Background: an optimization exercise with open tools, aiming at small area and a short achievable clock period. Do not read the settings as production practice. Where RTL was checked, it was by simulation tests only, not by an equivalence proof against the original. Function not checked in run 1: the RTL went through the layout flow alone.

## flow/design.v (module list and top-level ports; edited modules follow where they fit)
// module gte_unr_divide: 2790 lines
module gte_unr_divide (
   input  wire        clk,
   input  wire        reset,
   input  wire        trigger,
   input  wire [15:0] lhs,
   input  wire [15:0] rhs,
   output reg  [16:0] result,
   output reg         div_error
);
  // ...
==> flow/flow/run.sh <==
#!/bin/bash
set -euo pipefail
bash standard.sh "BUFFER_PORTS_ARGS=-buffer_cell sky130_fd_sc_hd__buf_2" finish > standard_make.log 2>&1
==> flow/standard.sh <==
#!/bin/bash
# synth_recipe.tcl (not shown) runs the flow's synth.tcl, then flattens the netlist and writes it again
# the make line also repeats each setting of config.mk as NAME=value (left out here)
make -C /OpenROAD-flow-scripts/flow DESIGN_CONFIG=/design/flow/config.mk WORK_HOME=/design/flow/orfs CLKGATE_MAP_FILE= SYNTH_SCRIPT=/design/flow/synth_recipe.tcl "${@:-finish}"
==> flow/config.mk <==
export PLATFORM = sky130hd
export DESIGN_NAME = gte_unr_divide
export DESIGN_NICKNAME = gte_unr_divide
export VERILOG_FILES = /design/flow/design.v
export SDC_FILE = /design/flow/constraint.sdc
export NUM_CORES = 4
export LEC_CHECK = 0
export CAP_MARGIN = 20
export CORE_MARGIN = 2
export CORE_UTILIZATION = 65
export CTS_CLUSTER_DIAMETER = 100
export CTS_CLUSTER_SIZE = 25
export SETUP_SLACK_MARGIN = 4.5
export SLEW_MARGIN = 20
==> flow/constraint.sdc <==
create_clock -name core_clock -period 8.0 [get_ports {clk}]
set_input_delay 1.6000 -clock core_clock [delete_from_list [all_inputs] [get_ports {clk}]]
set_output_delay 1.6000 -clock core_clock [all_outputs]
set_load 0.01 [all_outputs]
==> flow_summary.ini, run 1 <==
[timing]
setup_ws_ns = 4.589
hold_slack_ns = 0.3280
hold_viol = 0
rsz0062_at_grt = true

[routing]
wl_per_cell_um = 19.39
viasPerCell = 6.206
initialDrtViolationCount = 1461

[floorplan]
rows = 68
die_w_um = 190.9

[grt]
busiest_layer = met2
gr-total-overflow = 0
met1_usage_pct = 37.52
grt_max_degree = 64

[clock_tree]
cts_sinks = 313
clkSlewWorstSetupHoldPaths_ns = 0.09

[critical_path]
timing.rr.start = r3a_cy$_DFF_P_
reg2reg_depth = 14

[place]
port-buffer-count = 52

[synth]
muxShareOfSynthArea_pct = 3.495
yosys-top-cells-area = dfxtp_1 28%, fa_1 14%, ha_1 9.4%, a22oi_1 7.5%, xnor2_1 7.4%
synth_top_area_cell = dfxtp_1
synth_compound_area_share_pct = 18.79
yosys.area_share.simple_pct = 8.181

[finish]
area_delta_synth_final_pct = 5.133
layoutNonFillerInstCount = 2766

[run_status]
outcome = timing/DRC/antenna clean

[worst_hold_path]
hold_class = reg -> reg
==> run 2: changes to the inputs <==
--- a/flow/design.v
+++ b/flow/design.v
@@ -356,445 +356,379 @@
    wire tb_345;
    wire tb_346;
    wire tb_347;
    wire tb_348;
    wire tb_349;
    wire tb_350;
    wire tb_351;
    wire tb_352;
-   wire tb_353;
-   wire tb_354;
-   wire tb_355;
-   wire tb_356;
-   wire tb_357;
-   wire tb_358;
-   wire tb_359;
-   wire tb_360;
-   wire tb_361;
-   wire tb_362;
-   wire tb_363;
-   wire tb_364;
-   wire tb_365;
-   wire tb_366;
-   wire tb_367;
-   wire tb_368;
-   wire tb_369;
-   wire tb_370;
-   wire tb_371;
-   wire tb_372;
-   wire tb_373;
-   wire tb_374;
-   wire tb_375;
-   wire tb_376;
-   wire tb_377;
-   wire tb_378;
-   wire tb_379;
-   wire tb_380;
-   wire tb_381;
-   wire tb_382;
-   wire tb_383;
-   wire tb_384;
-   wire tb_385;
-   assign tb_098 = ~dp1[9];
-   assign tb_109 = ~dp1[10];
-   assign tb_120 = dp1[6] | dp1[7];
-   assign tb_131 = dp1[8] | tb_120;
-   assign tb_141 = dp1[9] | tb_131;
-   assign tb_152 = ~(dp1[10] | dp1[11]);
-   assign tb_163 = dp1[10] | dp1[11];
-   assign tb_174 = ~(dp1[12] | dp1[11]);
-   assign tb_185 = tb_152 & ~(dp1[12]);
-   assign tb_196 = ~(tb_141 | tb_163);
-   assign tb_207 = ~(dp1[13] | dp1[12]);
-   assign tb_218 = ~(tb_196 & tb_207);
-   assign u1[9] = ~(dp1[14] | tb_218);
+   assign tb_098 = ~dp1[14];
+   assign tb_109 = ~dp1[13];
+   assign tb_120 = ~dp1[10];
+   assign tb_131 = ~dp1[9];
+   assign tb_141 = ~dp1[8];
+   assign tb_152 = dp1[7] | dp1[6];
+   assign tb_163 = tb_141 & ~(tb_152);
+   assign tb_174 = ~(tb_163 & tb_131);
+   assign tb_185 = tb_120 & ~(tb_174);
+   assign tb_196 = ~(dp1[11] | dp1[12]);
+   assign tb_207 = ~tb_196;
+   assign tb_218 = tb_185 & ~(tb_207);
+   assign tb_228 = ~(tb_218 & tb_109);
+   assign u1[9] = tb_098 & ~(tb_228);
    assign u1[8] = ~u1[9];
-   assign tb_248 = dp1[6] & dp1[7];
-   assign tb_259 = ~(dp1[8] | tb_248);
-   assign tb_270 = dp1[9] & ~(tb_259);
-   assign tb_281 = dp1[10] | tb_270;
-   assign tb_292 = dp1[11] & tb_281;
-   assign tb_303 = dp1[12] | tb_292;
-   assign tb_314 = dp1[13] & tb_303;
-   assign tb_325 = ~(dp1[14] | tb_314);
-   assign u1[7] = tb_218 & tb_325;
-   assign tb_331 = dp1[8] & tb_120;
-   assign tb_332 = ~(dp1[8] & tb_120);
-   assign tb_333 = ~(tb_098 & tb_332);
-   assign tb_334 = dp1[10] & dp1[11];
-   assign tb_335 = dp1[10] & tb_333;
-   assign tb_336 = ~(tb_333 & tb_334);
-   assign tb_337 = ~(tb_207 & tb_336);
-   assign tb_338 = ~(dp1[14] & tb_337);
-   assign tb_339 = dp1[9] & tb_131;
-   assign tb_340 = dp1[10] | tb_339;
-   assign tb_341 = tb_163 | tb_339;
-   assign tb_342 = dp1[12] & tb_341;
-   assign tb_343 = dp1[12] ? tb_341 : tb_196;
-   assign tb_344 = dp1[13] | tb_343;
-   assign tb_345 = ~(tb_325 & tb_344);
-   assign u1[6] = tb_338 & tb_345;
-   assign tb_346 = ~(dp1[11] & tb_340);
-   assign tb_347 = dp1[12] & ~(tb_346);
-   assign tb_348 = tb_347 | ~(tb_314);
-   assign tb_349 = tb_334 | ~(dp1[12]);
-   assign tb_350 = ~(dp1[8] & tb_248);
-   assign tb_351 = ~(tb_098 & tb_350);
-   assign tb_352 = ~(dp1[10] & tb_351);
-   assign tb_353 = ~(tb_334 & tb_351);
-   assign tb_354 = dp1[12] & tb_353;
-   assign tb_355 = ~(tb_342 & tb_353);
-   assign tb_356 = ~(tb_098 & tb_259);
-   assign tb_357 = dp1[10] | tb_356;
-   assign tb_358 = ~(dp1[11] & tb_357);
-   assign tb_359 = ~(dp1[12] | tb_196);
-   assign tb_360 = ~(tb_358 & tb_359);
-   assign tb_361 = tb_355 & tb_360;
-   assign tb_362 = dp1[13] | tb_361;
-   assign tb_363 = tb_348 & tb_362;
-   assign tb_364 = dp1[14] | tb_363;
-   assign tb_365 = tb_098 | tb_350;
-   assign tb_366 = dp1[11] | ~(tb_365);
-   assign tb_367 = ~(tb_152 & tb_365);
-   assign tb_368 = ~(tb_185 & tb_365);
-   assign tb_369 = ~(dp1[13] & tb_368);
-   assign tb_370 = tb_338 | ~(tb_369);
-   assign u1[5] = ~(tb_364 & tb_370);
-   assign tb_371 = dp1[12] & tb_346;
-   assign tb_372 = ~(tb_341 & tb_371);
-   assign tb_373 = dp1[10] & tb_141;
-   assign tb_374 = ~(dp1[11] | tb_373);
-   assign tb_375 = tb_303 | tb_374;
-   assign tb_376 = dp1[13] & tb_375;
-   assign tb_377 = tb_372 & tb_376;
-   assign tb_378 = ~(tb_163 & tb_366);
-   assign tb_379 = ~(tb_340 & tb_378);
-   assign tb_380 = tb_354 & tb_379;
-   assign tb_381 = ~(dp1[13] | tb_380);
-   assign tb_382 = dp1[11] & ~(tb_335);
-   assign tb_383 = tb_335 | tb_358;
-   assign tb_384 = dp1[10] | tb_141;
-   assign tb_385 = ~(tb_374 & tb_384);
-   assign tb_000 = ~(tb_383 & tb_385);
-   assign tb_001 = dp1[12] | tb_000;
-   assign tb_002 = ~(tb_381 & tb_001);
-   assign tb_003 = ~(dp1[14] | tb_377);
-   assign tb_004 = ~(tb_002 & tb_003);
-   assign tb_005 = dp1[12] & ~(tb_378);
-   assign tb_006 = ~(dp1[9] & tb_331);
-   assign tb_007 = tb_109 & tb_006;
-   assign tb_008 = tb_152 & tb_006;
-   assign tb_009 = ~(dp1[12] | tb_008);
-   assign tb_010 = tb_336 & tb_009;
-   assign tb_011 = tb_005 | tb_010;
-   assign tb_012 = dp1[13] | tb_011;
-   assign tb_013 = tb_163 | tb_333;
-   assign tb_014 = ~(dp1[12] & tb_013);
-   assign tb_015 = tb_369 | ~(tb_014);
-   assign tb_016 = dp1[14] & tb_015;
-   assign tb_017 = ~(tb_012 & tb_016);
-   assign u1[4] = tb_004 & tb_017;
-   assign tb_018 = ~(dp1[10] ^ tb_339);
-   assign tb_019 = ~(dp1[10] & tb_006);
-   assign tb_020 = tb_019 | ~(tb_141);
-   assign tb_021 = tb_357 & tb_020;
-   assign tb_022 = dp1[12] ? tb_018 : tb_021;
-   assign tb_023 = dp1[11] | tb_022;
-   assign tb_024 = ~(dp1[10] & tb_270);
-   assign tb_025 = ~(tb_303 & tb_024);
-   assign tb_026 = tb_371 | tb_025;
-   assign tb_027 = dp1[13] & tb_023;
-   assign tb_028 = tb_026 & tb_027;
-   assign tb_029 = ~(dp1[9] ^ tb_259);
-   assign tb_030 = ~(tb_109 & tb_029);
-   assign tb_031 = ~(tb_335 & tb_365);
-   assign tb_032 = dp1[11] & tb_031;
-   assign tb_033 = ~(tb_030 & tb_032);
-   assign tb_034 = tb_141 & ~(tb_339);
-   assign tb_035 = ~(dp1[11] | tb_034);
-   assign tb_036 = ~(dp1[12] | tb_035);
-   assign tb_037 = tb_033 & tb_036;
-   assign tb_038 = ~(tb_292 & tb_352);
-   assign tb_039 = dp1[11] | tb_031;
-   assign tb_040 = tb_342 & tb_039;
-   assign tb_041 = ~(tb_038 & tb_040);
-   assign tb_042 = dp1[13] | ~(tb_041);
-   assign tb_043 = tb_037 | tb_042;
-   assign tb_044 = ~(dp1[14] | tb_028);
-   assign tb_045 = ~(tb_043 & tb_044);
-   assign tb_046 = ~(tb_382 & tb_384);
-   assign tb_047 = ~(tb_009 & tb_046);
-   assign tb_048 = ~(tb_381 & tb_047);
-   assign tb_049 = ~(tb_346 & tb_367);
-   assign tb_050 = dp1[12] | tb_049;
-   assign tb_051 = tb_014 | ~(tb_358);
-   assign tb_052 = dp1[13] & tb_051;
-   assign tb_053 = ~(tb_050 & tb_052);
-   assign tb_054 = dp1[14] & tb_053;
-   assign tb_055 = ~(tb_048 & tb_054);
-   assign u1[3] = ~(tb_045 & tb_055);
-   assign tb_056 = ~(tb_131 & tb_350);
-   assign tb_057 = ~(dp1[9] & tb_056);
-   assign tb_058 = ~(tb_098 & tb_331);
-   assign tb_059 = dp1[9] ? tb_056 : tb_331;
-   assign tb_060 = dp1[10] & ~(dp1[11]);
-   assign tb_061 = tb_098 ? tb_331 : tb_259;
-   assign tb_062 = dp1[10] | tb_061;
-   assign tb_063 = dp1[9] & tb_332;
-   assign tb_064 = tb_098 ? tb_056 : tb_332;
-   assign tb_065 = ~(dp1[10] & tb_064);
-   assign tb_066 = ~(tb_062 & tb_065);
-   assign tb_067 = ~(dp1[11] & tb_066);
-   assign tb_068 = dp1[12] & tb_067;
-   assign tb_069 = dp1[10] | tb_059;
-   assign tb_070 = ~(tb_109 ^ tb_059);
-   assign tb_071 = dp1[11] | tb_070;
-   assign tb_072 = ~(tb_068 & tb_071);
-   assign tb_073 = dp1[8] & ~(tb_120);
-   assign tb_074 = dp1[8] ^ tb_120;
-   assign tb_075 = ~tb_074;
-   assign tb_076 = dp1[9] | tb_074;
-   assign tb_077 = tb_057 & tb_076;
-   assign tb_078 = tb_109 | tb_077;
-   assign tb_079 = dp1[11] | ~(tb_074);
-   assign tb_080 = tb_060 | ~(tb_079);
-   assign tb_081 = ~(tb_078 & tb_080);
-   assign tb_082 = dp1[9] | tb_259;
-   assign tb_083 = tb_259 | tb_351;
-   assign tb_084 = tb_270 | ~(tb_083);
-   assign tb_085 = dp1[11] & ~(dp1[10]);
-   assign tb_086 = ~(tb_084 & tb_085);
-   assign tb_087 = ~(dp1[8] ^ tb_248);
-   assign tb_088 = dp1[9] ? tb_087 : tb_075;
-   assign tb_089 = tb_334 & tb_088;
-   assign tb_090 = ~(dp1[12] | tb_089);
-   assign tb_091 = tb_086 & tb_090;
-   assign tb_092 = ~(tb_081 & tb_091);
-   assign tb_093 = tb_072 & tb_092;
-   assign tb_094 = dp1[14] | tb_093;
-   assign tb_095 = tb_281 | ~(tb_141);
-   assign tb_096 = ~(tb_032 & tb_095);
-   assign tb_097 = ~(tb_333 & tb_007);
-   assign tb_099 = tb_333 & tb_008;
-   assign tb_100 = dp1[12] | ~(tb_352);
-   assign tb_101 = dp1[11] & ~(dp1[12]);
-   assign tb_102 = dp1[11] | tb_352;
-   assign tb_103 = ~(dp1[12] | tb_099);
-   assign tb_104 = tb_096 & tb_103;
-   assign tb_105 = ~(tb_102 & tb_104);
-   assign tb_106 = dp1[14] & tb_041;
-   assign tb_107 = tb_105 & tb_106;
-   assign tb_108 = ~(dp1[13] | tb_107);
-   assign tb_110 = ~(tb_094 & tb_108);
-   assign tb_111 = tb_098 ? tb_259 : tb_131;
-   assign tb_112 = ~(tb_109 & tb_111);
-   assign tb_113 = tb_174 & tb_112;
-   assign tb_114 = ~(tb_065 & tb_113);
-   assign tb_115 = tb_062 | ~(tb_101);
-   assign tb_116 = tb_349 | tb_034;
-   assign tb_117 = tb_334 & ~(tb_029);
-   assign tb_118 = ~(dp1[14] | tb_117);
-   assign tb_119 = tb_116 & tb_118;
-   assign tb_121 = tb_115 & tb_119;
-   assign tb_122 = ~(tb_114 & tb_121);
-   assign tb_123 = dp1[9] & tb_350;
-   assign tb_124 = tb_109 & tb_082;
-   assign tb_125 = tb_123 | ~(tb_124);
-   assign tb_126 = ~(tb_019 & tb_125);
-   assign tb_127 = ~(tb_174 & tb_126);
-   assign tb_128 = tb_356 ? dp1[10] : tb_085;
-   assign tb_129 = tb_014 | tb_128;
-   assign tb_130 = tb_346 | tb_100;
-   assign tb_132 = dp1[14] & tb_129;
-   assign tb_133 = tb_127 & tb_132;
-   assign tb_134 = ~(tb_130 & tb_133);
-   assign tb_135 = tb_122 & tb_134;
-   assign tb_136 = ~(dp1[13] & tb_135);
-   assign u1[2] = ~(tb_110 & tb_136);
-   assign tb_137 = tb_120 & ~(tb_248);
-   assign tb_138 = ~tb_137;
-   assign tb_139 = ~(tb_185 & tb_137);
-   assign tb_140 = tb_350 & ~(tb_074);
-   assign tb_142 = dp1[9] | tb_140;
-   assign tb_143 = dp1[9] & ~(tb_074);
-   assign tb_144 = ~(tb_350 & tb_143);
-   assign tb_145 = dp1[10] & tb_142;
-   assign tb_146 = ~(tb_144 & tb_145);
-   assign tb_147 = dp1[9] | tb_137;
-   assign tb_148 = tb_259 | tb_147;
-   assign tb_149 = tb_109 & tb_144;
-   assign tb_150 = ~(tb_148 & tb_149);
-   assign tb_151 = tb_146 & tb_150;
-   assign tb_153 = dp1[11] | tb_151;
-   assign tb_154 = ~(tb_098 & tb_087);
-   assign tb_155 = tb_154 | ~(tb_131);
-   assign tb_156 = tb_143 | ~(tb_155);
-   assign tb_157 = ~(tb_334 & tb_156);
-   assign tb_158 = ~(tb_120 & tb_259);
-   assign tb_159 = ~(tb_063 & tb_158);
-   assign tb_160 = tb_356 & tb_058;
-   assign tb_161 = ~(tb_159 & tb_160);
-   assign tb_162 = ~(tb_085 & tb_161);
-   assign tb_164 = tb_157 & tb_162;
-   assign tb_165 = dp1[12] & tb_164;
-   assign tb_166 = ~(tb_153 & tb_165);
-   assign tb_167 = tb_098 | tb_248;
-   assign tb_168 = ~(dp1[9] & tb_137);
-   assign tb_169 = tb_333 | ~(tb_158);
-   assign tb_170 = ~(tb_168 & tb_169);
-   assign tb_171 = ~(dp1[10] & tb_170);
-   assign tb_172 = ~(tb_123 & tb_158);
-   assign tb_173 = tb_109 & tb_172;
-   assign tb_175 = ~(tb_147 & tb_173);
-   assign tb_176 = dp1[11] & tb_175;
-   assign tb_177 = ~(tb_171 & tb_176);
-   assign tb_178 = tb_060 & tb_147;
-   assign tb_179 = tb_172 & tb_178;
-   assign tb_180 = ~(dp1[12] | tb_179);
-   assign tb_181 = ~(tb_177 & tb_180);
-   assign tb_182 = ~(tb_166 & tb_181);
-   assign tb_183 = tb_139 & tb_182;
-   assign tb_184 = dp1[13] | tb_183;
-   assign tb_186 = ~(tb_076 & tb_173);
-   assign tb_187 = tb_259 | tb_331;
-   assign tb_188 = ~(dp1[9] & tb_187);
-   assign tb_189 = dp1[9] ? tb_187 : tb_087;
-   assign tb_190 = ~(dp1[10] & tb_189);
-   assign tb_191 = tb_186 & tb_190;
-   assign tb_192 = ~(tb_109 & tb_156);
-   assign tb_193 = dp1[10] & tb_188;
-   assign tb_194 = ~(tb_155 & tb_193);
-   assign tb_195 = tb_192 & tb_194;
-   assign tb_197 = dp1[11] ? tb_191 : tb_195;
-   assign tb_198 = ~(tb_077 & tb_085);
-   assign tb_199 = tb_087 | ~(tb_334);
-   assign tb_200 = tb_079 & tb_199;
-   assign tb_201 = ~(tb_198 & tb_200);
-   assign tb_202 = dp1[12] ? tb_201 : tb_197;
-   assign tb_203 = dp1[13] & tb_202;
-   assign tb_204 = ~(dp1[14] | tb_203);
-   assign tb_205 = ~(tb_184 & tb_204);
-   assign tb_206 = ~(tb_270 & tb_350);
-   assign tb_208 = ~(tb_335 & tb_206);
-   assign tb_209 = tb_069 & tb_208;
-   assign tb_210 = dp1[11] | tb_209;
-   assign tb_211 = ~(tb_068 & tb_210);
-   assign tb_212 = ~(dp1[10] & tb_084);
-   assign tb_213 = tb_109 & ~(tb_143);
-   assign tb_214 = tb_058 & tb_213;
-   assign tb_215 = ~(dp1[11] | tb_214);
-   assign tb_216 = ~(tb_212 & tb_215);
-   assign tb_217 = ~(tb_334 & tb_059);
-   assign tb_219 = tb_085 & ~(tb_088);
-   assign tb_220 = ~(dp1[12] | tb_219);
-   assign tb_221 = tb_217 & tb_220;
-   assign tb_222 = ~(tb_216 & tb_221);
-   assign tb_223 = ~(tb_211 & tb_222);
-   assign tb_224 = dp1[13] | tb_223;
-   assign tb_225 = tb_098 ? tb_056 : tb_350;
-   assign tb_226 = ~(tb_057 & tb_124);
-   assign tb_227 = tb_352 | ~(tb_006);
-   assign tb_228 = ~(tb_226 & tb_227);
-   assign tb_229 = tb_334 & tb_225;
-   assign tb_230 = ~(dp1[12] | tb_229);
-   assign tb_231 = dp1[11] ? tb_112 : tb_228;
-   assign tb_232 = ~(tb_230 & tb_231);
-   assign tb_233 = ~(tb_163 & tb_029);
-   assign tb_234 = ~(dp1[12] & tb_233);
-   assign tb_235 = tb_099 | tb_234;
-   assign tb_236 = dp1[13] & tb_235;
-   assign tb_237 = ~(tb_232 & tb_236);
-   assign tb_238 = dp1[14] & tb_237;
-   assign tb_239 = ~(tb_224 & tb_238);
-   assign u1[1] = tb_205 & tb_239;
-   assign tb_240 = dp1[11] ? tb_175 : tb_138;
-   assign tb_241 = tb_137 | ~(tb_334);
-   assign tb_242 = tb_240 & tb_241;
-   assign tb_243 = tb_073 | tb_167;
-   assign tb_244 = tb_109 & tb_243;
-   assign tb_245 = tb_109 ? tb_243 : tb_144;
-   assign tb_246 = ~(tb_144 & tb_147);
-   assign tb_247 = ~(dp1[10] & tb_246);
-   assign tb_249 = ~(tb_147 & tb_244);
-   assign tb_250 = dp1[11] & tb_247;
-   assign tb_251 = ~(tb_249 & tb_250);
-   assign tb_252 = dp1[11] | ~(tb_148);
-   assign tb_253 = tb_252 | ~(tb_245);
-   assign tb_254 = ~(tb_251 & tb_253);
-   assign tb_255 = dp1[12] ? tb_242 : tb_254;
-   assign tb_256 = ~(dp1[13] & tb_255);
-   assign tb_257 = tb_351 | tb_074;
-   assign tb_258 = tb_206 & tb_257;
-   assign tb_260 = ~(tb_109 & tb_258);
-   assign tb_261 = ~(tb_145 & tb_243);
-   assign tb_262 = dp1[11] & tb_260;
-   assign tb_263 = ~(tb_261 & tb_262);
-   assign tb_264 = ~(tb_060 & tb_189);
-   assign tb_265 = dp1[9] ? tb_087 : tb_056;
-   assign tb_266 = ~(tb_152 & tb_265);
-   assign tb_267 = dp1[12] & tb_266;
-   assign tb_268 = tb_264 & tb_267;
-   assign tb_269 = ~(tb_263 & tb_268);
-   assign tb_271 = ~(tb_174 & tb_020);
-   assign tb_272 = ~(dp1[10] & tb_154);
-   assign tb_273 = tb_063 | tb_272;
-   assign tb_274 = tb_097 & tb_101;
-   assign tb_275 = ~(tb_273 & tb_274);
-   assign tb_276 = tb_271 & tb_275;
-   assign tb_277 = tb_269 & tb_276;
-   assign tb_278 = ~(dp1[13] | tb_277);
-   assign tb_279 = ~(dp1[14] | tb_278);
-   assign tb_280 = ~(tb_256 & tb_279);
-   assign tb_282 = tb_098 | tb_140;
-   assign tb_283 = tb_351 | ~(tb_158);
-   assign tb_284 = ~(tb_282 & tb_283);
-   assign tb_285 = ~(tb_152 & tb_284);
-   assign tb_286 = ~(tb_334 & tb_258);
-   assign tb_287 = tb_085 & ~(tb_143);
-   assign tb_288 = ~(tb_154 & tb_287);
-   assign tb_289 = tb_083 & tb_282;
-   assign tb_290 = ~(tb_060 & tb_289);
-   assign tb_291 = tb_285 & tb_286;
-   assign tb_293 = tb_290 & tb_291;
-   assign tb_294 = tb_288 & tb_293;
-   assign tb_295 = dp1[12] | tb_294;
-   assign tb_296 = dp1[10] | tb_087;
-   assign tb_297 = dp1[11] & tb_296;
-   assign tb_298 = ~(tb_212 & tb_297);
-   assign tb_299 = ~(tb_206 & tb_283);
-   assign tb_300 = ~(dp1[10] & tb_299);
-   assign tb_301 = ~(tb_080 & tb_300);
-   assign tb_302 = dp1[12] & tb_301;
-   assign tb_304 = ~(tb_298 & tb_302);
-   assign tb_305 = dp1[13] & tb_304;
-   assign tb_306 = ~(tb_295 & tb_305);
-   assign tb_307 = dp1[10] ? tb_243 : tb_144;
-   assign tb_308 = ~(tb_142 & tb_307);
-   assign tb_309 = ~(tb_160 & tb_173);
-   assign tb_310 = ~(tb_145 & tb_188);
-   assign tb_311 = dp1[11] | tb_308;
-   assign tb_312 = dp1[11] & tb_309;
-   assign tb_313 = ~(tb_310 & tb_312);
-   assign tb_315 = ~(tb_311 & tb_313);
-   assign tb_316 = ~(dp1[12] & tb_315);
-   assign tb_317 = ~(tb_146 & tb_249);
-   assign tb_318 = ~(tb_101 & tb_317);
-   assign tb_319 = ~(tb_168 & tb_257);
-   assign tb_320 = ~(tb_185 & tb_319);
-   assign tb_321 = ~(tb_148 & tb_172);
-   assign tb_322 = tb_060 & ~(dp1[12]);
-   assign tb_323 = tb_321 & tb_322;
-   assign tb_324 = ~(dp1[13] | tb_323);
-   assign tb_326 = tb_320 & tb_324;
-   assign tb_327 = tb_318 & tb_326;
-   assign tb_328 = ~(tb_316 & tb_327);
-   assign tb_329 = dp1[14] & tb_328;
-   assign tb_330 = ~(tb_306 & tb_329);
-   assign u1[0] = ~(tb_280 & tb_330);
+   assign tb_259 = dp1[7] & dp1[6];
+   assign tb_270 = tb_141 & ~(tb_259);
+   assign tb_281 = tb_270 | tb_131;
+   assign tb_292 = tb_281 & ~(dp1[10]);
+   assign tb_295 = dp1[11] & ~(tb_292);
+   assign tb_296 = tb_295 | dp1[12];
+   assign tb_297 = tb_296 & ~(tb_109);
+   assign tb_298 = tb_098 & ~(tb_297);
+   assign u1[7] = tb_298 & tb_228;
+   assign tb_299 = ~dp1[11];
+   assign tb_300 = ~(dp1[7] | dp1[6]);
+   assign tb_301 = tb_300 | tb_141;
+   assign tb_302 = tb_301 & ~(dp1[9]);
+   assign tb_303 = dp1[10] & ~(tb_302);
+   assign tb_304 = tb_303 & ~(tb_299);
+   assign tb_305 = ~(dp1[12] | dp1[13]);
+   assign tb_306 = tb_305 & ~(tb_304);
+   assign tb_307 = tb_306 | tb_098;
+   assign tb_308 = ~dp1[12];
+   assign tb_309 = tb_163 | tb_131;
+   assign tb_310 = ~(dp1[11] | dp1[10]);
+   assign tb_311 = ~tb_310;
+   assign tb_312 = tb_309 & ~(tb_311);
+   assign tb_313 = tb_312 | tb_308;
+   assign tb_314 = tb_218 | dp1[13];
+   assign tb_315 = tb_313 & ~(tb_314);
+   assign tb_316 = tb_298 & ~(tb_315);
+   assign u1[6] = tb_307 & ~(tb_316);
+   assign tb_317 = tb_270 & ~(dp1[9]);
+   assign tb_318 = tb_317 & ~(dp1[10]);
+   assign tb_319 = dp1[11] & ~(tb_318);
+   assign tb_320 = tb_218 | dp1[12];
+   assign tb_321 = tb_320 | tb_319;
+   assign tb_322 = tb_259 & ~(tb_141);
+   assign tb_323 = tb_163 | dp1[9];
+   assign tb_324 = tb_323 | tb_322;
+   assign tb_325 = tb_317 | tb_120;
+   assign tb_326 = tb_324 & ~(tb_325);
+   assign tb_327 = tb_326 & ~(tb_299);
+   assign tb_328 = dp1[12] & ~(tb_327);
+   assign tb_329 = tb_328 & ~(tb_312);
+   assign tb_330 = tb_321 & ~(tb_329);
+   assign tb_331 = tb_109 & ~(tb_330);
+   assign tb_332 = dp1[9] & ~(tb_163);
+   assign tb_333 = tb_120 & ~(tb_332);
+   assign tb_334 = ~(dp1[11] & dp1[12]);
+   assign tb_335 = tb_334 | tb_333;
+   assign tb_336 = ~(tb_335 & tb_297);
+   assign tb_337 = tb_336 & ~(tb_331);
+   assign tb_338 = tb_098 & ~(tb_337);
+   assign tb_339 = tb_322 & ~(tb_131);
+   assign tb_340 = ~(tb_339 | tb_311);
+   assign tb_341 = tb_340 & ~(dp1[12]);
+   assign tb_342 = dp1[13] & ~(tb_341);
+   assign tb_343 = ~(tb_342 | tb_307);
+   assign u1[5] = tb_343 | tb_338;
+   assign tb_344 = tb_299 & ~(tb_339);
+   assign tb_345 = tb_311 & ~(tb_344);
+   assign tb_346 = ~(tb_345 | tb_333);
+   assign tb_347 = tb_328 & ~(tb_346);
+   assign tb_348 = tb_347 | dp1[13];
+   assign tb_349 = dp1[9] & ~(tb_301);
+   assign tb_350 = tb_349 | tb_120;
+   assign tb_351 = tb_174 & ~(tb_350);
+   assign tb_352 = tb_351 | dp1[11];
+   assign tb_000 = dp1[10] & ~(tb_309);
+   assign tb_001 = tb_000 | tb_352;
+   assign tb_002 = tb_001 | tb_185;
+   assign tb_003 = tb_319 & ~(tb_303);
+   assign tb_004 = tb_003 | dp1[12];
+   assign tb_005 = tb_004 | ~(tb_002);
+   assign tb_006 = tb_005 & ~(tb_348);
+   assign tb_007 = tb_296 | ~(tb_001);
+   assign tb_008 = dp1[11] & ~(tb_333);
+   assign tb_009 = ~(tb_008 | tb_313);
+   assign tb_010 = tb_009 | tb_109;
+   assign tb_011 = tb_007 & ~(tb_010);
+   assign tb_012 = tb_011 | dp1[14];
+   assign tb_013 = tb_012 | tb_006;
+   assign tb_014 = tb_310 & ~(tb_349);
+   assign tb_015 = tb_014 | dp1[12];
+   assign tb_016 = ~(tb_015 | tb_304);
+   assign tb_017 = tb_345 & ~(tb_308);
+   assign tb_018 = tb_017 | dp1[13];
+   assign tb_019 = tb_018 | tb_016;
+   assign tb_020 = tb_302 & ~(tb_311);
+   assign tb_021 = dp1[12] & ~(tb_020);
+   assign tb_022 = tb_342 & ~(tb_021);
+   assign tb_023 = tb_022 | tb_098;
+   assign tb_024 = tb_019 & ~(tb_023);
+   assign u1[4] = tb_013 & ~(tb_024);
+   assign tb_025 = ~tb_302;
+   assign tb_026 = tb_322 | tb_309;
+   assign tb_027 = tb_120 & ~(tb_026);
+   assign tb_028 = tb_025 & ~(tb_027);
+   assign tb_029 = tb_131 & ~(tb_259);
+   assign tb_030 = tb_270 ? tb_152 : tb_301;
+   assign tb_031 = tb_029 & ~(tb_030);
+   assign tb_032 = ~(tb_322 | tb_270);
+   assign tb_033 = tb_032 & ~(tb_131);
+   assign tb_034 = tb_033 | tb_031;
+   assign tb_035 = tb_350 & ~(tb_034);
+   assign tb_036 = tb_035 | tb_028;
+   assign tb_037 = dp1[11] & ~(dp1[12]);
+   assign tb_038 = ~tb_037;
+   assign tb_039 = tb_038 | tb_339;
+   assign tb_040 = tb_036 & ~(tb_039);
+   assign tb_041 = tb_040 & ~(tb_317);
+   assign tb_042 = ~(tb_309 & tb_174);
+   assign tb_043 = tb_196 & ~(tb_042);
+   assign tb_044 = tb_326 | ~(tb_295);
+   assign tb_045 = tb_344 & tb_303;
+   assign tb_046 = tb_045 | tb_313;
+   assign tb_047 = tb_044 & ~(tb_046);
+   assign tb_048 = tb_047 | dp1[13];
+   assign tb_049 = tb_048 | tb_043;
+   assign tb_050 = tb_049 | tb_041;
+   assign tb_051 = tb_308 & ~(tb_318);
+   assign tb_052 = tb_051 & ~(tb_351);
+   assign tb_053 = ~(tb_000 | tb_333);
+   assign tb_054 = dp1[12] & ~(tb_053);
+   assign tb_055 = tb_054 | dp1[11];
+   assign tb_056 = tb_055 | tb_052;
+   assign tb_057 = dp1[10] & ~(tb_281);
+   assign tb_058 = tb_057 | ~(tb_008);
+   assign tb_059 = tb_296 & ~(tb_058);
+   assign tb_060 = tb_059 | tb_109;
+   assign tb_061 = tb_056 & ~(tb_060);
+   assign tb_062 = tb_061 | dp1[14];
+   assign tb_063 = tb_050 & ~(tb_062);
+   assign tb_064 = tb_030 & ~(dp1[10]);
+   assign tb_065 = ~(tb_064 | tb_015);
+   assign tb_066 = tb_065 & ~(tb_003);
+   assign tb_067 = tb_066 | tb_348;
+   assign tb_068 = tb_340 | dp1[12];
+   assign tb_069 = tb_068 | tb_008;
+   assign tb_070 = tb_021 & ~(tb_319);
+   assign tb_071 = tb_070 | tb_109;
+   assign tb_072 = tb_069 & ~(tb_071);
+   assign tb_073 = tb_072 | tb_098;
+   assign tb_074 = tb_067 & ~(tb_073);
+   assign u1[3] = tb_074 | tb_063;
+   assign tb_075 = tb_030 | tb_001;
+   assign tb_076 = ~(tb_026 & tb_303);
+   assign tb_077 = tb_299 & ~(tb_076);
+   assign tb_078 = ~tb_030;
+   assign tb_079 = ~tb_032;
+   assign tb_080 = tb_131 ? tb_078 : tb_079;
+   assign tb_081 = ~(dp1[11] & dp1[10]);
+   assign tb_082 = ~(tb_081 | tb_080);
+   assign tb_083 = tb_032 | tb_299;
+   assign tb_084 = tb_292 & ~(tb_083);
+   assign tb_085 = tb_084 | tb_082;
+   assign tb_086 = tb_085 | tb_077;
+   assign tb_087 = tb_086 | ~(tb_075);
+   assign tb_088 = ~(tb_087 & tb_305);
+   assign tb_089 = tb_281 & ~(tb_302);
+   assign tb_090 = tb_089 | dp1[10];
+   assign tb_091 = tb_350 | ~(tb_324);
+   assign tb_092 = tb_091 & tb_090;
+   assign tb_093 = dp1[11] & ~(tb_092);
+   assign tb_094 = dp1[12] & ~(tb_093);
+   assign tb_095 = tb_310 & ~(tb_028);
+   assign tb_096 = tb_077 | dp1[13];
+   assign tb_097 = tb_096 | tb_095;
+   assign tb_099 = tb_094 & ~(tb_097);
+   assign tb_100 = tb_042 | tb_308;
+   assign tb_101 = tb_100 | tb_008;
+   assign tb_102 = tb_281 & ~(tb_317);
+   assign tb_103 = tb_037 & ~(tb_302);
+   assign tb_104 = tb_081 & ~(tb_103);
+   assign tb_105 = tb_102 & ~(tb_104);
+   assign tb_106 = tb_101 & ~(tb_105);
+   assign tb_107 = tb_317 | tb_332;
+   assign tb_108 = tb_107 & ~(dp1[10]);
+   assign tb_110 = tb_091 & ~(tb_108);
+   assign tb_111 = tb_196 & ~(tb_110);
+   assign tb_112 = tb_106 & ~(tb_111);
+   assign tb_113 = dp1[13] & ~(tb_112);
+   assign tb_114 = tb_113 | dp1[14];
+   assign tb_115 = tb_114 | tb_099;
+   assign tb_116 = tb_088 & ~(tb_115);
+   assign tb_117 = tb_120 & ~(tb_302);
+   assign tb_118 = tb_349 | ~(tb_117);
+   assign tb_119 = tb_326 | tb_207;
+   assign tb_121 = tb_118 & ~(tb_119);
+   assign tb_122 = tb_121 | tb_040;
+   assign tb_123 = tb_122 | tb_048;
+   assign tb_124 = tb_079 & ~(tb_090);
+   assign tb_125 = tb_350 & ~(tb_124);
+   assign tb_126 = dp1[11] ? tb_333 : tb_125;
+   assign tb_127 = tb_327 | dp1[12];
+   assign tb_128 = tb_127 | tb_126;
+   assign tb_129 = tb_318 | ~(tb_325);
+   assign tb_130 = tb_021 & ~(tb_129);
+   assign tb_132 = tb_130 | tb_109;
+   assign tb_133 = tb_128 & ~(tb_132);
+   assign tb_134 = tb_133 | tb_098;
+   assign tb_135 = tb_123 & ~(tb_134);
+   assign u1[2] = tb_135 | tb_116;
+   assign tb_136 = dp1[8] ? tb_300 : tb_259;
+   assign tb_137 = tb_027 & ~(tb_136);
+   assign tb_138 = tb_137 | tb_299;
+   assign tb_139 = tb_120 ? tb_030 : tb_032;
+   assign tb_140 = tb_139 | tb_138;
+   assign tb_142 = tb_140 & ~(tb_295);
+   assign tb_143 = tb_259 | tb_300;
+   assign tb_144 = ~(tb_143 & tb_131);
+   assign tb_145 = dp1[8] & ~(tb_143);
+   assign tb_146 = tb_332 & ~(tb_145);
+   assign tb_147 = tb_146 | tb_031;
+   assign tb_148 = tb_144 & ~(tb_147);
+   assign tb_149 = tb_148 | tb_079;
+   assign tb_150 = tb_141 & ~(tb_143);
+   assign tb_151 = tb_150 | tb_322;
+   assign tb_153 = tb_131 ? tb_136 : tb_151;
+   assign tb_154 = dp1[10] ? tb_149 : tb_153;
+   assign tb_155 = tb_154 | tb_142;
+   assign tb_156 = ~(tb_148 | tb_322);
+   assign tb_157 = ~(tb_156 & dp1[10]);
+   assign tb_158 = tb_157 | tb_150;
+   assign tb_159 = tb_156 | dp1[10];
+   assign tb_160 = ~(tb_159 & tb_299);
+   assign tb_161 = tb_158 & ~(tb_160);
+   assign tb_162 = tb_155 & ~(tb_161);
+   assign tb_164 = tb_308 & ~(tb_162);
+   assign tb_165 = tb_299 & ~(tb_030);
+   assign tb_166 = tb_165 | tb_308;
+   assign tb_167 = tb_140 & ~(tb_166);
+   assign tb_168 = tb_167 | tb_109;
+   assign tb_169 = tb_168 | tb_164;
+   assign tb_170 = tb_153 & ~(dp1[10]);
+   assign tb_171 = ~(tb_170 | tb_138);
+   assign tb_172 = ~(tb_171 & tb_157);
+   assign tb_173 = dp1[12] & ~(tb_318);
+   assign tb_175 = tb_173 & ~(tb_147);
+   assign tb_176 = tb_334 & ~(tb_175);
+   assign tb_177 = tb_176 | dp1[13];
+   assign tb_178 = tb_172 & ~(tb_177);
+   assign tb_179 = ~tb_143;
+   assign tb_180 = tb_179 & ~(tb_057);
+   assign tb_181 = tb_180 | tb_345;
+   assign tb_182 = tb_131 ? tb_179 : tb_151;
+   assign tb_183 = ~(tb_091 | tb_317);
+   assign tb_184 = dp1[10] & ~(tb_183);
+   assign tb_186 = ~(tb_184 & tb_182);
+   assign tb_187 = ~(tb_184 | tb_182);
+   assign tb_188 = tb_187 | tb_299;
+   assign tb_189 = tb_186 & ~(tb_188);
+   assign tb_190 = tb_181 & ~(tb_189);
+   assign tb_191 = tb_305 & ~(tb_190);
+   assign tb_192 = tb_191 | tb_178;
+   assign tb_193 = tb_169 & ~(tb_192);
+   assign tb_194 = tb_193 | dp1[14];
+   assign tb_195 = tb_120 & ~(tb_080);
+   assign tb_197 = tb_076 & ~(tb_195);
+   assign tb_198 = ~(tb_129 | tb_027);
+   assign tb_199 = tb_198 | tb_184;
+   assign tb_200 = tb_270 & ~(tb_199);
+   assign tb_201 = tb_197 & ~(tb_200);
+   assign tb_202 = tb_299 & ~(tb_201);
+   assign tb_203 = tb_094 & ~(tb_202);
+   assign tb_204 = tb_197 | tb_299;
+   assign tb_205 = tb_345 | tb_185;
+   assign tb_206 = ~(tb_205 | tb_139);
+   assign tb_208 = tb_206 | dp1[12];
+   assign tb_209 = tb_204 & ~(tb_208);
+   assign tb_210 = tb_209 | dp1[13];
+   assign tb_211 = tb_210 | tb_203;
+   assign tb_212 = tb_199 | tb_207;
+   assign tb_213 = ~(tb_102 & tb_311);
+   assign tb_214 = tb_014 & ~(tb_302);
+   assign tb_215 = tb_214 | tb_308;
+   assign tb_216 = tb_213 & ~(tb_215);
+   assign tb_217 = ~(tb_037 & tb_026);
+   assign tb_219 = tb_110 & ~(tb_217);
+   assign tb_220 = tb_219 | tb_109;
+   assign tb_221 = tb_220 | tb_216;
+   assign tb_222 = tb_212 & ~(tb_221);
+   assign tb_223 = tb_222 | tb_098;
+   assign tb_224 = tb_211 & ~(tb_223);
+   assign u1[1] = tb_194 & ~(tb_224);
+   assign tb_225 = tb_149 & ~(tb_120);
+   assign tb_226 = tb_225 & ~(tb_034);
+   assign tb_227 = tb_147 & ~(tb_226);
+   assign tb_229 = tb_227 | tb_345;
+   assign tb_230 = ~(tb_147 & dp1[10]);
+   assign tb_231 = tb_153 ? dp1[10] : tb_230;
+   assign tb_232 = dp1[11] & ~(tb_231);
+   assign tb_233 = tb_232 | tb_308;
+   assign tb_234 = tb_229 & ~(tb_233);
+   assign tb_235 = tb_031 | tb_120;
+   assign tb_236 = tb_235 | tb_182;
+   assign tb_237 = tb_031 & ~(dp1[10]);
+   assign tb_238 = tb_237 | tb_137;
+   assign tb_239 = tb_236 & ~(tb_238);
+   assign tb_240 = tb_196 & ~(tb_239);
+   assign tb_241 = ~(tb_182 | tb_146);
+   assign tb_242 = tb_137 | dp1[10];
+   assign tb_243 = ~(tb_242 | tb_241);
+   assign tb_244 = tb_243 | ~(tb_230);
+   assign tb_245 = tb_244 & ~(tb_038);
+   assign tb_246 = tb_245 | tb_240;
+   assign tb_247 = tb_246 | tb_234;
+   assign tb_248 = tb_159 | tb_146;
+   assign tb_249 = ~(tb_157 | tb_163);
+   assign tb_250 = tb_249 | tb_345;
+   assign tb_251 = tb_248 & ~(tb_250);
+   assign tb_252 = tb_034 & ~(tb_117);
+   assign tb_253 = tb_252 | tb_299;
+   assign tb_254 = tb_159 & ~(tb_253);
+   assign tb_255 = tb_254 | dp1[12];
+   assign tb_256 = tb_255 | tb_251;
+   assign tb_257 = tb_064 | dp1[11];
+   assign tb_258 = tb_257 | tb_226;
+   assign tb_260 = tb_079 & ~(tb_057);
+   assign tb_261 = dp1[11] & ~(tb_260);
+   assign tb_262 = tb_261 | tb_308;
+   assign tb_263 = tb_258 & ~(tb_262);
+   assign tb_264 = tb_256 & ~(tb_263);
+   assign tb_265 = tb_109 ? tb_247 : tb_264;
+   assign tb_266 = tb_325 | ~(tb_091);
+   assign tb_267 = ~(tb_118 & dp1[11]);
+   assign tb_268 = tb_266 & ~(tb_267);
+   assign tb_269 = tb_352 & ~(tb_268);
+   assign tb_271 = tb_269 | dp1[12];
+   assign tb_272 = ~(tb_230 | tb_153);
+   assign tb_273 = tb_035 | tb_299;
+   assign tb_274 = tb_273 | tb_272;
+   assign tb_275 = tb_195 | dp1[11];
+   assign tb_276 = tb_149 & ~(tb_275);
+   assign tb_277 = tb_276 | tb_308;
+   assign tb_278 = tb_274 & ~(tb_277);
+   assign tb_279 = tb_271 & ~(tb_278);
+   assign tb_280 = dp1[12] & ~(tb_143);
+   assign tb_282 = tb_308 & ~(tb_317);
+   assign tb_283 = tb_282 & ~(tb_244);
+   assign tb_284 = tb_283 | tb_280;
+   assign tb_285 = tb_182 | dp1[10];
+   assign tb_286 = dp1[10] & ~(tb_143);
+   assign tb_287 = tb_286 | tb_308;
+   assign tb_288 = tb_285 & ~(tb_287);
+   assign tb_289 = tb_241 ? tb_120 : tb_242;
+   assign tb_290 = tb_308 & ~(tb_289);
+   assign tb_291 = tb_290 | tb_288;
+   assign tb_293 = tb_299 ? tb_284 : tb_291;
+   assign tb_294 = tb_109 ? tb_279 : tb_293;
+   assign u1[0] = dp1[14] ? tb_265 : tb_294;
    reg  [3:0] z0;
    integer    i;
    always @(*) begin
       z0 = 4'd0;
       for (i = 0; i < 16; i = i + 1)
          if (rhs[i]) z0 = 4'd15 - i[3:0];
    end
    wire        err0 = ({1'b0, lhs} >= {rhs, 1'b0});
==> flow/run.sh (new file) <==
#!/bin/bash
# synth_recipe.tcl (not shown) runs the flow's synth.tcl, then flattens the netlist and writes it again
# the make line also repeats each setting of config.mk as NAME=value (left out here)
make -C /OpenROAD-flow-scripts/flow DESIGN_CONFIG=/design/flow/config.mk WORK_HOME=/design/flow/orfs CLKGATE_MAP_FILE= SYNTH_SCRIPT=/design/flow/synth_recipe.tcl finish
removed: flow/flow/run.sh
removed: flow/standard.sh
==> run 2 against run 1 <==
Net effect: critical path depth down 5; critical path type is now in -> reg; largest cell class unchanged; hold slack worse by 0.0082 ns; still clean; setup slack got worse by 0.0072 ns; clock skew shrank 0.0028 ns.
==> flow_summary.ini, run 2 <==
[synth]
synth_commonest_cells = 313 x dfxtp_1, 226 x a22oi_1, 194 x xnor2_1
synth_edf_count = 0
syn-num-nets = 2686
async_flop_share_pct = 0
synth_top_area_share_pct = 28.20
synth-seq-cells = 313
synthCells = 2324
synthDistinctLibCells = 83
synth_top_area_cell = dfxtp_1
syn_area_per_cell_um2 = 9.562
synth_warnings = 1
synth_seq_area_share_pct = 28.20
synthesis.area_mm2 = 0.02222
yosys-top-cells-area = dfxtp_1 28%, fa_1 14%, ha_1 9.5%, xnor2_1 7.6%, a22oi_1 7.6%
synth_ff_type = dfxtp_1
yosysMostFrequentCell = dfxtp_1

[finish]
fillers = 2533
layoutNonFillerInstCount = 2712
multiInputGateArea_mm2 = 0.01486
final_cell_mix = 284 x dfxtp_1, 225 x a22oi_1, 191 x xnor2_1, 189 x inv_1, 164 x ha_1
finalNetCount = 2621
layout_commonest_cell = dfxtp_1
area_delta_synth_final_pct = 7.843
seqCellArea_mm2 = 0.006315
fin_area_mm2 = 0.02396
drive_above_1_share_pct = 8.529

[floorplan]
core_mm2 = 0.03362
start_util_pct = 66.10
die_w_um = 188.9
die_h_um = 188.9
rows = 67
io_pins = 53
die_area_mm2 = 0.03568

[run]
max_cap_viol_count = 0

[clock_tree]
h-tree-depth = 1
hold_buffers = 0
cts_tree = yes
cts_sinks = 313
clock_latency_ns = 0.51
cts_root_buf = clkbuf_16
numCtsBuffers = 17
clkSlewWorstSetupHoldPaths_ns = 0.09
clockBufferDepth = 3

[critical_path]
critPathMaxFanout = 16
crit_path_end_kind = flop
arrival_ns = 3.85
crit_path_start_kind = primary input
worstSetupPathType = in -> reg
cp.required_ns = 8.43

[timing]
rsz0062_at_grt = true
fin_crit_ns = 3.418
setup_viol = 0
finalMaxSlewViolations = 0
fin_skew_ns = 0.01609
tns_ns = 0
slew_headroom_pct = 35.86
hold_viol = 0
fmax_mhz = 292.6
tightestPinTransition_ns = 0.9553
final.period_utilization_pct = 42.73

[place]
placedCellCount = 2660
place_hpwl_um = 38070
place_area_mm2 = 0.02275
port-buffer-count = 52
routabilityCongestion = 0.9877

[routing]
dr.pass1.iters = 6
initialDrtViolationCount = 1597
finalWirelength_um = 54620
viasPerCell = 6.355
drt_drc_violations_left = 0
wl_per_cell_um = 20.14
final_antenna_net_count = 0
via_count = 17230

[grt]
grt_pass1_vias = 17140
antenna_found_initial = 0
grt_pass1_wl_um = 87040
gr-total-overflow = 0
grt_max_degree = 49
groute.usage.overall_pct = 29.91

[worst_hold_path]
hold_class = reg -> reg

[run_status]
outcome = timing/DRC/antenna clean
## run 2: cell types whose count changed in the layout (fill, tap and decap cells not counted), sizes merged, moves of 8 or more
cell,before,now
nor2,77,92
clkdlybuf4s50,0,38
nor3,36,23
nand2b,25,16
o21ai,96,79
nand3,29,18
a221oi,10,2
a211oi,13,5
buf,87,45
## run 2: metrics by stage
step / utilization [%] / worst slack (ns) / hold WS [ns]
after CTS: 69.97 / 4.476 / 0.3217
after detailed placement: 67.67 / 3.320 / 0.3121
after global routing: 71.28 / 4.446 / 0.3244
final: 71.29 / 4.582 / 0.3198
after floorplan: - / 4.505 / 0.3096
after global placement: 67.67 / 3.388 / 0.3104
## run 2: repair_timing
action	in CTS	in global routing
resized for setup	53	83
setup buffers	13	12
cloned	1	2
endpoints found under the setup margin	83	93
pin swaps	7	19
## run 2: critical path, stage by stage
cell and delay, ns:
clkdlybuf4s50_1 0.53, inv_1 0.21, nor2_1 0.08, a221o_2 0.40, clkbuf_16 0.22, or3b_2 0.48, nor2_1 0.10, a21oi_1 0.06
a21oi_1 0.17
## run 2: final cells by class
class / count / share of cell area (%)
well taps: 448 / 2.339
inverters: 197 / 3.101
diodes: 1 / 0.01044
clock inverters: 5 / 0.2872
clock buffers: 18 / 1.791
repair buffers: 100 / 4.114
flip-flops and latches: 313 / 26.35
multi-input cells: 1630 / 62.01
## run 2: cells by family (layout without fill, tap and decap cells)
kind of cell	count (synthesis)	count (layout)	synth area share (%)
simple gates	343	343	7.342
flops	313	313	28.20
mux	76	76	3.688
fa+ha+maj	327	327	23.75
other cells	0	1	0
compound gates	575	575	18.28
buf+inv	381	320	6.532
xor+xnor	309	309	12.21
## run 2: path summary, 6_finish.rpt
path	to	start	depth (start not counted)	slack [ns]
setup / recovery	np1[12]$_DFF_P_	rhs[14]	9	4.58
hold / removal	np4[0]$_DFF_P_	np3[0]$_DFF_P_	0	0.32
setup reg to reg	rd5_t8$_DFF_P_	r4a_12_34$_DFF_P_	14	4.61
hold reg to reg	np4[0]$_DFF_P_	np3[0]$_DFF_P_	0	0.32
## run 2: metal layers
| layer | wire (um) | global-route usage [%] | vias to the layer above |
|---|---|---|---|
| met5 | 0 | 0 | - |
| met4 | 1955 | 10.97 | 0 |
| met3 | 4034 | 3.800 | 171 |
| met2 | 26660 | 52.04 | 836 |
| met1 | 21970 | 38.26 | 8375 |
| li1 | - | - | 7852 |
==> run 3: changes to the inputs <==
==> flow/flow/run.sh (new file) <==
#!/bin/bash
set -euo pipefail
bash standard.sh "BUFFER_PORTS_ARGS=-buffer_cell sky130_fd_sc_hd__buf_2" finish > standard_make.log 2>&1
==> flow/standard.sh (new file) <==
#!/bin/bash
# synth_recipe.tcl (not shown) runs the flow's synth.tcl, then flattens the netlist and writes it again
# the make line also repeats each setting of config.mk as NAME=value (left out here)
make -C /OpenROAD-flow-scripts/flow DESIGN_CONFIG=/design/flow/config.mk WORK_HOME=/design/flow/orfs CLKGATE_MAP_FILE= SYNTH_SCRIPT=/design/flow/synth_recipe.tcl "${@:-finish}"
--- a/flow/config.mk
+++ b/flow/config.mk
@@ -11,4 +11,4 @@
 export CTS_CLUSTER_DIAMETER = 100
 export CTS_CLUSTER_SIZE = 25
-export SETUP_SLACK_MARGIN = 4.5
+export SETUP_SLACK_MARGIN = 4.7
 export SLEW_MARGIN = 20
removed: flow/run.sh
==> run 3 against run 2 <==
Net effect: wire length grew 1.4%; die area unchanged; largest cell class unchanged; still clean on timing, DRC and antenna; fmax hardly changed; design area up 0.80%; global-route usage increased by 0.38 points; synthesized cell count did not move; non-clock buffer count is 5 higher; clock skew rose by 0.012 ns; critical endpoint is now rd5_t8$_DFF_P_; via count fell by 1.4%.
==> flow_summary.ini, run 3 <==
[clock_tree]
clock_latency_ns = 0.52
numCtsBuffers = 17
clockBufferDepth = 3
cts_root_buf = clkbuf_16
clkSlewWorstSetupHoldPaths_ns = 0.10
h-tree-depth = 1
cts_tree = yes
cts_sinks = 313
hold_buffers = 0

[critical_path]
crit_path_end_kind = flop
crit_slowest_cell = fa_1
crit_chain = fa_1 > ha_4 > a21o_1 > a221o_1 > a221oi_2 > o31ai_4 > a31o_4 > nand3_4 > a31oi_4 > a21oi_2 > xnor2_1 > ha_1 > nor2b_1 > mux2i_1
arrival_ns = 3.81
crit_buf_inv = 0
critPathMaxFanout = 3
critPathMaxStageDelay_ns = 0.60
crit_path_start_kind = flop
critical-path-top-delay-family = compound AO/OA/AOI/OAI gates
cp.required_ns = 8.40
worstSetupPathType = reg -> reg

[finish]
area_delta_synth_final_pct = 8.711
final_cell_mix = 278 x dfxtp_1, 219 x a22oi_1, 188 x xnor2_1, 185 x inv_1, 156 x fa_1
drive_above_1_share_pct = 13.32
layoutNonFillerInstCount = 2715
final_util_pct = 71.86
finalNetCount = 2626
n_antenna_cell = 0
layout_commonest_cell = dfxtp_1

[grt]
groute.usage.overall_pct = 30.29
grt_pass1_wl_um = 87860
grt_pass1_vias = 16960
grt_max_degree = 49
antenna_found_initial = 0
gr-total-overflow = 0

[synth]
syn-num-nets = 2686
synthDistinctLibCells = 83
synth_top_area_cell = dfxtp_1
synth_top_area_share_pct = 28.20
synthesis.area_mm2 = 0.02222
yosys-top-cells-area = dfxtp_1 28%, fa_1 14%, ha_1 9.5%, xnor2_1 7.6%, a22oi_1 7.6%
synth_commonest_cells = 313 x dfxtp_1, 226 x a22oi_1, 194 x xnor2_1
synth_warnings = 1
synth_ff_type = dfxtp_1
synth-seq-cells = 313
synth_edf_count = 0
yosysMostFrequentCell = dfxtp_1
synth_seq_area_share_pct = 28.20
async_flop_share_pct = 0
synthCells = 2324
syn_area_per_cell_um2 = 9.562

[timing]
tns_ns = 0
slew_headroom_pct = 39.65
finalMaxSlewViolations = 0
final.period_utilization_pct = 42.71
fin_crit_ns = 3.416
rsz0062_at_grt = true
hold_slack_ns = 0.3180
hold_viol = 0
fin_skew_ns = 0.02855
setup_viol = 0
fmax_mhz = 292.7
tightestPinTransition_ns = 0.8987

[routing]
final_antenna_net_count = 0
drt_drc_violations_left = 0
wl_per_cell_um = 20.40
finalWirelength_um = 55390
viasPerCell = 6.259
dr.pass1.iters = 5
initialDrtViolationCount = 1513
via_count = 16990

[place]
routabilityCongestion = 0.9135
port-buffer-count = 52
placedCellCount = 2659
place_hpwl_um = 37970

[floorplan]
rows = 67
start_util_pct = 66.10
die_w_um = 188.9
io_pins = 53
core_mm2 = 0.03362
die_area_mm2 = 0.03568
die_h_um = 188.9

[run_status]
outcome = timing/DRC/antenna clean

[run]
max_cap_viol_count = 0

[worst_hold_path]
hold_class = reg -> reg
run 3: cell counts after synthesis:
No cell type changed its count.
run 3: what timing repair did:
item / in CTS / in global routing
pin swaps: 16 / 48
setup endpoints to repair: 104 / 93
resized for setup: 83 / 122
gates cloned: 1 / 3
setup buffers: 15 / 15
run 3: worst register-to-register path, stage by stage (launching register included):
cell      delay (ns)
dfxtp_2         0.34
fa_1            0.60
ha_4            0.22
a21o_1          0.17
a221o_1         0.36
a221oi_2        0.31
o31ai_4         0.16
a31o_4          0.29
nand3_4         0.09
a31oi_4         0.10
a21oi_2         0.17
xnor2_1         0.10
ha_1            0.22
nor2b_1         0.12
mux2i_1         0.08
run 3: metal layers:
metal | routed length (um) | GRT usage [%] | up-vias
met5 | 0 | 0 | -
met4 | 1777 | 10.55 | 0
met3 | 3673 | 4.430 | 137
met2 | 27170 | 52.40 | 707
met1 | 22760 | 38.85 | 8287
li1 | - | - | 7861
run 3: kinds of logic after synthesis:
group,count (synthesis),share of synthesized area (%)
AOI/OAI and AO/OA,575,18.28
buffers and inverters,381,6.532
and+or+nand+nor,343,7.342
adders and majority gates,327,23.75
DFF,313,28.20
xor gates and xnor gates,309,12.21
muxes,76,3.688
run 3: final cells by class:
| cell class | count | area (um^2) |
|---|---|---|
| sequential | 313 | 6347 |
| clock buffer | 18 | 439.2 |
| clock inverter | 4 | 51.30 |
| fill | 2516 | 9459 |
| tap | 448 | 560.5 |
| inverter | 197 | 748.2 |
| timing repair buffer | 105 | 825.8 |
| multi-input combinational | 1630 | 15180 |
run 3: metrics by stage:
| stage | setup slack [ns] | cell area [um^2] |
|---|---|---|
| 2_1_floorplan | 4.526 | 22250 |
| 3_3_place_gp | 3.884 | 22500 |
| 3_5_place_dp | 3.860 | 22500 |
| 4_1_cts | 4.658 | 23440 |
| 5_1_grt | 4.515 | 24160 |
| 6_report | 4.584 | 24160 |
run 3: worst paths after layout:
check	startpoint	end	slack, ns	cells past startpoint
max	r4a_10_28$_DFF_P_	rd5_t8$_DFF_P_	4.58	14
min	np4[12]$_DFF_P_	np5[12]$_DFF_P_	0.32	0
max reg2reg	r4a_10_28$_DFF_P_	rd5_t8$_DFF_P_	4.58	14
min reg2reg	np4[12]$_DFF_P_	np5[12]$_DFF_P_	0.32	0
==> run 4: changes to the inputs <==
--- a/flow/config.mk
+++ b/flow/config.mk
@@ -11,4 +11,4 @@
 export CTS_CLUSTER_DIAMETER = 100
 export CTS_CLUSTER_SIZE = 25
-export SETUP_SLACK_MARGIN = 4.7
+export SETUP_SLACK_MARGIN = 4.3
 export SLEW_MARGIN = 20
==> run 4 against run 3 <==
Net effect: still clean; register-to-register slack worse by 0.25 ns; utilization is 3.1 points lower; design area down 4.3%; area after synthesis unchanged; wire length is 5.2% lower; sequential share of layout area up 0.88 points; global-route usage shrank 0.91 points; critical endpoint is now r6a_15_7$_DFF_P_.
==> flow_summary.ini, run 4 <==
[finish]
final_cell_mix = 301 x dfxtp_1, 226 x a22oi_1, 192 x xnor2_1, 191 x inv_1, 167 x ha_1
area_delta_synth_final_pct = 4.082
finalNetCount = 2603
fillers = 2676
seqCellArea_mm2 = 0.006281
drive_above_1_share_pct = 7.267
n_antenna_cell = 0
multiInputGateArea_mm2 = 0.01458
final_util_pct = 68.80
layout_commonest_cell = dfxtp_1

[synth]
synth_warnings = 1
async_flop_share_pct = 0
yosys-top-cells-area = dfxtp_1 28%, fa_1 14%, ha_1 9.5%, xnor2_1 7.6%, a22oi_1 7.6%
synth_top_area_share_pct = 28.20
synthesis.area_mm2 = 0.02222
yosysMostFrequentCell = dfxtp_1
synth_commonest_cells = 313 x dfxtp_1, 226 x a22oi_1, 194 x xnor2_1
synth_top_area_cell = dfxtp_1
synth_ff_type = dfxtp_1
synth_edf_count = 0
synthCells = 2324
synth-seq-cells = 313
syn-num-nets = 2686
synth_seq_area_share_pct = 28.20
syn_area_per_cell_um2 = 9.562
synthDistinctLibCells = 83

[floorplan]
rows = 67
die_h_um = 188.9
die_w_um = 188.9
io_pins = 53
start_util_pct = 66.10
die_area_mm2 = 0.03568
core_mm2 = 0.03362

[timing]
fmax_mhz = 272.7
tightestPinTransition_ns = 1.094
hold_slack_ns = 0.3219
fin_crit_ns = 3.666
setup_viol = 0
final.period_utilization_pct = 45.83
finalMaxSlewViolations = 0
hold_viol = 0
slew_headroom_pct = 26.99
fin_skew_ns = 0.01700
rsz0062_at_grt = true
tns_ns = 0

[routing]
viasPerCell = 6.231
drt_drc_violations_left = 0
initialDrtViolationCount = 1650
dr.pass1.iters = 6
finalWirelength_um = 52510
via_count = 16770
wl_per_cell_um = 19.51
final_antenna_net_count = 0

[grt]
grt_max_degree = 49
gr-total-overflow = 0
antenna_found_initial = 1
grt_pass1_wl_um = 85460
groute.usage.overall_pct = 29.38
grt_pass1_vias = 16660

[clock_tree]
clock_latency_ns = 0.51
numCtsBuffers = 17
cts_root_buf = clkbuf_16
clkSlewWorstSetupHoldPaths_ns = 0.09
cts_sinks = 313
hold_buffers = 0
clockBufferDepth = 3
cts_tree = yes
h-tree-depth = 1

[critical_path]
worstSetupPathType = reg -> reg
timing.rr.start = np5[13]$_DFF_P_
critPathLaunch = np5[13]$_DFF_P_
crit_path_end_kind = flop
arrival_ns = 4.05
crit_path_start_kind = flop
cp.required_ns = 8.39
critPathMaxFanout = 18

[place]
routabilityCongestion = 0.9634
place_hpwl_um = 37620
port-buffer-count = 52

[worst_hold_path]
hold_class = reg -> reg
hold_start = np4[4]$_DFF_P_

[run]
max_cap_viol_count = 0

[run_status]
outcome = timing/DRC/antenna clean
-- run 4: changes by cell type in the layout (fill, tap and decap cells not counted), moves of 7 or more --
cell | previous run | this run
dfxtp_1 | 278 | 301
mux2i_1 | 46 | 65
dfxtp_4 | 15 | 0
mux2i_2 | 13 | 0
ha_1 | 155 | 167
buf_4 | 39 | 29
ha_4 | 9 | 0
dfxtp_2 | 20 | 12
a21oi_1 | 75 | 82
a22oi_1 | 219 | 226
a22oi_2 | 7 | 0
o21ai_0 | 69 | 76
-- run 4: layout make-up --
type,instances,share of cell area [%]
multi-input combinational,1630,63.02
sequential,313,27.16
inverter,197,3.213
tap,448,2.424
timing repair buffer,82,2.153
clock buffer,17,1.839
clock inverter,4,0.1948
-- run 4: worst paths after layout --
check / to / slack, ns / cells after the start
max reg2reg: r6a_15_7$_DFF_P_ / 4.33 / 8
max: r6a_15_7$_DFF_P_ / 4.33 / 8
min reg2reg: np5[4]$_DFF_P_ / 0.32 / 0
min: np5[4]$_DFF_P_ / 0.32 / 0
-- run 4: stage by stage --
stage               instance area [um^2]  setup slack, ns  cells
global route                       23130            4.111   2691
CTS                                22990            4.304   2682
floorplan                          22220            4.381   2324
global placement                   22470            3.864   2657
finish                             23130            4.334   2691
detailed placement                 22470            3.779   2657
-- run 4: layer usage --
layer / track usage, % / vias up / part of all wire, %
met5: 0 / - / 0
li1: - / 7816 / -
met1: 38.91 / 8045 / 42
met4: 10.37 / 0 / 3.3
met2: 49.52 / 773 / 48
met3: 4.022 / 134 / 7.5
-- run 4: kinds of logic (layout without fill, tap and decap cells) --
logic type	count (synthesis)	count (layout)	share of synthesized area, %
AO/OA/AOI/OAI	575	575	18.28
XOR/XNOR	309	309	12.21
flip-flops	313	313	28.20
AND/OR/NAND/NOR	343	343	7.342
buffers and inverters	381	300	6.532
multiplexers	76	76	3.688
adder cells (fa/ha/maj)	327	327	23.75
-- run 4: what timing repair did --
item | 4_1_cts | 5_1_grt
pin swaps | 0 | 4
resized for setup | 6 | 19
buffers inserted | 4 | 9
endpoints found under the setup margin | 28 | 42
-- run 4: worst max-delay path, stage by stage (launching register included) --
cell and delay, ns:
dfxtp_1 0.97, a22oi_1 0.23, xnor2_1 0.22, fa_1 0.58, inv_1 0.07, fa_1 0.42
fa_1 0.55, inv_1 0.06, fa_1 0.43

==> separate check: timing with driven ports <==
In the flow no input, the clock included, has a driving cell. The finished layouts below were timed again as built, in two steps. Step 1 assumes that a clkbuf_16 drives the clock port and a buf_2 every other input. Step 2 moves the port delays by t, midway between the first and last clock arrival at a register: inputs arrive t later, outputs are due t later. That takes back most of the time a late clock gives input paths. Three values: no drivers, after step 1, after step 2; two values: the first two.
run | shift t [ns] | setup slack, ns | worst hold slack (ns) | worst register clock-pin slew, ns | cell pins on the clock port's net
run 1 | 0.569 | 4.589 / 4.589 / 4.087 | 0.328 / 0.328 / 0.328 | 0.10 / 0.10 | 1
run 2 | 0.559 | 4.582 / 4.609 / 4.058 | 0.320 / 0.320 / 0.320 | 0.10 / 0.10 | 1
run 3 | 0.566 | 4.584 / 4.584 / 4.205 | 0.318 / 0.318 / 0.318 | 0.10 / 0.10 | 1
run 4 | 0.556 | 4.334 / 4.334 / 3.937 | 0.322 / 0.322 / 0.322 | 0.09 / 0.09 | 1
After both steps setup and hold are still met in every run listed. For run 2, which loses most, drivers alone change the setup slack by +0.027 ns; drivers and shift together by -0.524 ns.
